Background: an optimization exercise with open tools, aiming at a short achievable clock period. Do not read the settings as production practice.
The RTL was checked by simulation tests, not by an equivalence proof against the original design.
No driver is modelled on the clock port, so clock power and skew are understated where the tree is cut down; a real chip needs a root buffer or a tree.
Power and IR drop assume default switching activity.

==> flow/design.v (excerpt) <==
module mtm_Alu (
    input  wire clk,    
    input  wire rst_n,  
    input  wire sin,    
    output wire sout    
);
For scale: about 4 I/O pins, about 8500 µm² of cells after synthesis.
clock: 8.0 ns
lec_check: 0
cap_margin: 20
core_margin: 2
core_utilization: 75
place_density: 0.85
slew_margin: 20
synth_hierarchical: 1
synth_minimum_keep_size: 0
standard.sh (not shown) runs the stock make flow with config.mk's settings and CLKGATE_MAP_FILE= SYNTH_SCRIPT=/design/flow/synth_recipe.tcl, a recipe that flattens the netlist after the stock synthesis.
==> flow/flow/run.sh <==
#!/bin/bash
# Standard layout with two changes:
#  - timing repair aims below the clock period (SETUP_SLACK_MARGIN),
#  - after CTS, flow/cts_post.tcl rebuilds the clock tree as two levels
#    of clock inverters: the clock port drives 4, each drives 2, each
#    drives a cluster of flip-flops.
# All tool output goes to standard_flow.log here and ORFS's own logs.
set -euo pipefail
here=$(pwd)
bash standard.sh SETUP_SLACK_MARGIN=6 POST_CTS_TCL="$here/flow/cts_post.tcl" finish > standard_flow.log 2>&1
==> flow/flow/cts_post.tcl <==
# POST_CTS hook: replace the clock tree TritonCTS built with a shallow,
# balanced tree of clock inverter pairs: the clock port drives 4 clock
# inverters (level 1), each at the middle of a quarter of the flip-flops
# (balanced k-means on their placed locations); each drives 2 clock
# inverters (level 2), each at the middle of half of that quarter and
# driving its flip-flops. Every flip-flop sees the clock through the same
# two inversions. Then legalize and repair timing again.
set n1 4
set n2 2
set cell1 sky130_fd_sc_hd__clkinv_16
set cell2 sky130_fd_sc_hd__clkinv_8
if {[info exists ::env(MY_CTS_N2)]} { set n2 $::env(MY_CTS_N2) }
if {[info exists ::env(MY_CTS_CELL2)]} { set cell2 $::env(MY_CTS_CELL2) }

set db [ord::get_db]
set block [ord::get_db_block]
set clk [$block findNet clk]

# walk the clock network from the port: buffers, their nets, the sinks
set sinks {}
set bufs {}
set nets {}
set todo [list $clk]
while {[llength $todo]} {
  set n [lindex $todo 0]
  set todo [lrange $todo 1 end]
  foreach it [$n getITerms] {
    if {![$it isInputSignal] && [$it getIoType] ne "INPUT"} { continue }
    set inst [$it getInst]
    set m [$inst getMaster]
    set mname [$m getName]
    if {[$m isSequential] || [string match "*df*" $mname]} {
      lappend sinks $it
    } else {
      lappend bufs $inst
      foreach ot [$inst getITerms] {
        if {[$ot getIoType] eq "OUTPUT"} {
          set on [$ot getNet]
          if {$on ne "NULL"} { lappend nets $on; lappend todo $on }
        }
      }
    }
  }
}
puts "MYCTS: [llength $sinks] sinks, [llength $bufs] tree cells removed, [llength $nets] nets"
foreach it $sinks { $it disconnect }
foreach b $bufs { odb::dbInst_destroy $b }
foreach n $nets { odb::dbNet_destroy $n }


# balanced k-means: pts is a list of {x y}; returns {assignment centers}
proc kmeans {pts k} {
  set n [llength $pts]
  set order [lsort -real -indices [lmap p $pts {expr {[lindex $p 0] + 0.7 * [lindex $p 1]}}]]
  set cs {}
  for {set j 0} {$j < $k} {incr j} {
    lappend cs [lindex $pts [lindex $order [expr {int(($j + 0.5) * $n / $k)}]]]
  }
  set cap [expr {int(ceil(1.0 * $n / $k))}]
  set asg [lrepeat $n 0]
  for {set iter 0} {$iter < 40} {incr iter} {
    set cand {}
    for {set i 0} {$i < $n} {incr i} {
      set p [lindex $pts $i]
      for {set j 0} {$j < $k} {incr j} {
        set c [lindex $cs $j]
        lappend cand [list [expr {abs([lindex $p 0] - [lindex $c 0]) + abs([lindex $p 1] - [lindex $c 1])}] $i $j]
      }
    }
    set cand [lsort -real -index 0 $cand]
    set asg [lrepeat $n -1]
    set cnt [lrepeat $k 0]
    foreach c $cand {
      lassign $c d i j
      if {[lindex $asg $i] >= 0 || [lindex $cnt $j] >= $cap} { continue }
      lset asg $i $j
      lset cnt $j [expr {[lindex $cnt $j] + 1}]
    }
    set ncs {}
    for {set j 0} {$j < $k} {incr j} {
      set sx 0.0; set sy 0.0; set m 0
      for {set i 0} {$i < $n} {incr i} {
        if {[lindex $asg $i] == $j} {
          set sx [expr {$sx + [lindex $pts $i 0]}]
          set sy [expr {$sy + [lindex $pts $i 1]}]
          incr m
        }
      }
      if {$m} { lappend ncs [list [expr {$sx / $m}] [expr {$sy / $m}]] } else { lappend ncs [lindex $cs $j] }
    }
    set cs $ncs
  }
  return [list $asg $cs]
}

proc place_at {inst master xy} {
  lassign $xy x y
  $inst setLocation [expr {int($x - [$master getWidth] / 2)}] [expr {int($y - [$master getHeight] / 2)}]
  $inst setPlacementStatus PLACED
}

set pts {}
foreach it $sinks {
  set bb [[$it getInst] getBBox]
  lappend pts [list [expr {([$bb xMin] + [$bb xMax]) / 2.0}] [expr {([$bb yMin] + [$bb yMax]) / 2.0}]]
}
set m1 [$db findMaster $cell1]
set m2 [$db findMaster $cell2]
lassign [kmeans $pts $n1] asg1 cs1
for {set a 0} {$a < $n1} {incr a} {
  set idx {}
  for {set i 0} {$i < [llength $pts]} {incr i} {
    if {[lindex $asg1 $i] == $a} { lappend idx $i }
  }
  set inv1 [odb::dbInst_create $block $m1 "clkinv_my_$a"]
  set net1 [odb::dbNet_create $block "clknet_my_$a"]
  $net1 setSigType CLOCK
  [$inv1 findITerm A] connect $clk
  [$inv1 findITerm Y] connect $net1
  place_at $inv1 $m1 [lindex $cs1 $a]
  lassign [kmeans [lmap i $idx {lindex $pts $i}] $n2] asg2 cs2
  for {set b 0} {$b < $n2} {incr b} {
    set inv2 [odb::dbInst_create $block $m2 "clkinv_my_${a}_$b"]
    set net2 [odb::dbNet_create $block "clknet_my_${a}_$b"]
    $net2 setSigType CLOCK
    [$inv2 findITerm A] connect $net1
    [$inv2 findITerm Y] connect $net2
    place_at $inv2 $m2 [lindex $cs2 $b]
    set c 0
    for {set j 0} {$j < [llength $idx]} {incr j} {
      if {[lindex $asg2 $j] == $b} {
        [lindex $sinks [lindex $idx $j]] connect $net2
        incr c
      }
    }
    puts "MYCTS: group $a.$b: $c flip-flops"
  }
}
$clk setSigType CLOCK

detailed_placement
check_placement -verbose
estimate_parasitics -placement
report_clock_skew
repair_timing_helper
detailed_placement
check_placement -verbose
estimate_parasitics -placement
report_clock_skew
report_worst_slack -max
report_worst_slack -min
The baseline finished with timing, DRC and antenna clean.
Then changed:
--- a/flow/flow/run.sh
+++ b/flow/flow/run.sh
@@ -9,2 +9,3 @@
 here=$(pwd)
+export MY_CTS_N2=3
 bash standard.sh SETUP_SLACK_MARGIN=6 POST_CTS_TCL="$here/flow/cts_post.tcl" finish > standard_flow.log 2>&1
Settings changed: CORE_UTILIZATION 75 to 60, PLACE_DENSITY 0.85 to 0.75.
Effect:
- The changed run passed the timing, design-rule and antenna checks
- total power goes up by 5.1%
- utilization goes down by 17 points
- final area rises by 0.92%
- die area is higher by 24%
- global-route usage falls by 9.3 points
Then changed:
--- a/flow/flow/run.sh
+++ b/flow/flow/run.sh
@@ -9,3 +9,3 @@
 here=$(pwd)
-export MY_CTS_N2=3
+export MY_CTS_N2=4 MY_CTS_CELL2=sky130_fd_sc_hd__clkinv_4
 bash standard.sh SETUP_SLACK_MARGIN=6 POST_CTS_TCL="$here/flow/cts_post.tcl" finish > standard_flow.log 2>&1
Area after synthesis does not change.
Wire length went up slightly.
Global-route usage increases by 0.14 points.
Sequential power is about the same.
Utilization falls by 0.43 points.
Sequential cell count stays the same.
Clock skew goes up by 13 ps.
Worst setup slack is better by 4.9 ps.
Final area came out lower slightly.
Then changed:
--- a/flow/flow/run.sh
+++ b/flow/flow/run.sh
@@ -4,4 +4,5 @@
 #  - after CTS, flow/cts_post.tcl rebuilds the clock tree as two levels
-#    of clock inverters: the clock port drives 4, each drives 2, each
-#    drives a cluster of flip-flops.
+#    of clock inverters: the clock port drives 4 (clkinv_16), each drives
+#    4 (clkinv_4), each drives a cluster of about 9 flip-flops; every
+#    flip-flop sees the clock through the same two inversions.
 # All tool output goes to standard_flow.log here and ORFS's own logs.
The changed run completed with no timing, DRC or antenna violations.
Worst setup slack is unchanged.
Clock power hardly moves.
Wire length stays the same.
Power stays the same.
Design area does not change.
Then changed:
==> flow/flow/run.sh (replaced) <==
#!/bin/bash
# Standard layout with two changes:
#  - timing repair aims below the clock period (SETUP_SLACK_MARGIN),
#  - after CTS, flow/cts_post.tcl rebuilds the clock tree as two levels
#    of clock inverters: the clock port drives 4, each drives 2, each
#    drives a cluster of flip-flops.
# All tool output goes to standard_flow.log here and ORFS's own logs.
set -euo pipefail
here=$(pwd)
bash standard.sh SETUP_SLACK_MARGIN=6 POST_CTS_TCL="$here/flow/cts_post.tcl" finish > standard_flow.log 2>&1
--- a/flow/flow/cts_post.tcl
+++ b/flow/flow/cts_post.tcl
@@ -11,4 +11,2 @@
 set cell2 sky130_fd_sc_hd__clkinv_8
-if {[info exists ::env(MY_CTS_N2)]} { set n2 $::env(MY_CTS_N2) }
-if {[info exists ::env(MY_CTS_CELL2)]} { set cell2 $::env(MY_CTS_CELL2) }
 
Worst setup slack degrades by 5.4 ps.
Die area does not change.
Clock power fell by about 3%.
Sequential cell count is unchanged.
Routed wire length fell by 0.72%.
No run of this note takes its clock network from TritonCTS; it comes from the design's own scripts or RTL.

==> static timing again, ports no longer ideal <==
In the flow no input, the clock included, has a driving cell. The finished layouts below were timed again as built, in two steps. Step 1 (the two cells are an assumption about what drives the block):
set clk [get_ports {clk}]
set_driving_cell -lib_cell sky130_fd_sc_hd__clkbuf_16 $clk
set_driving_cell -lib_cell sky130_fd_sc_hd__buf_2 [delete_from_list [all_inputs] $clk]
Step 2 also shifts input and output timing later by t, the mid clock arrival at the registers, as if the neighbouring blocks saw the same clock. a / b / c = no drivers / after step 1 / after step 2; a / b = the first two.
run | t, ns | slack for setup (ns) | clock arrival spread, ns
the first run | 0.335 | 5.837 / 5.628 / 5.866 | 0.028 / 0.029
the second run | 0.349 | 5.856 / 5.640 / 5.849 | 0.037 / 0.039
the third run | 0.347 | 5.861 / 5.650 / 5.843 | 0.049 / 0.051
the fourth run | 0.347 | 5.861 / 5.650 / 5.843 | 0.049 / 0.051
the fifth run | 0.337 | 5.856 / 5.649 / 5.856 | 0.029 / 0.030
After both steps setup and hold are still met in every run listed.
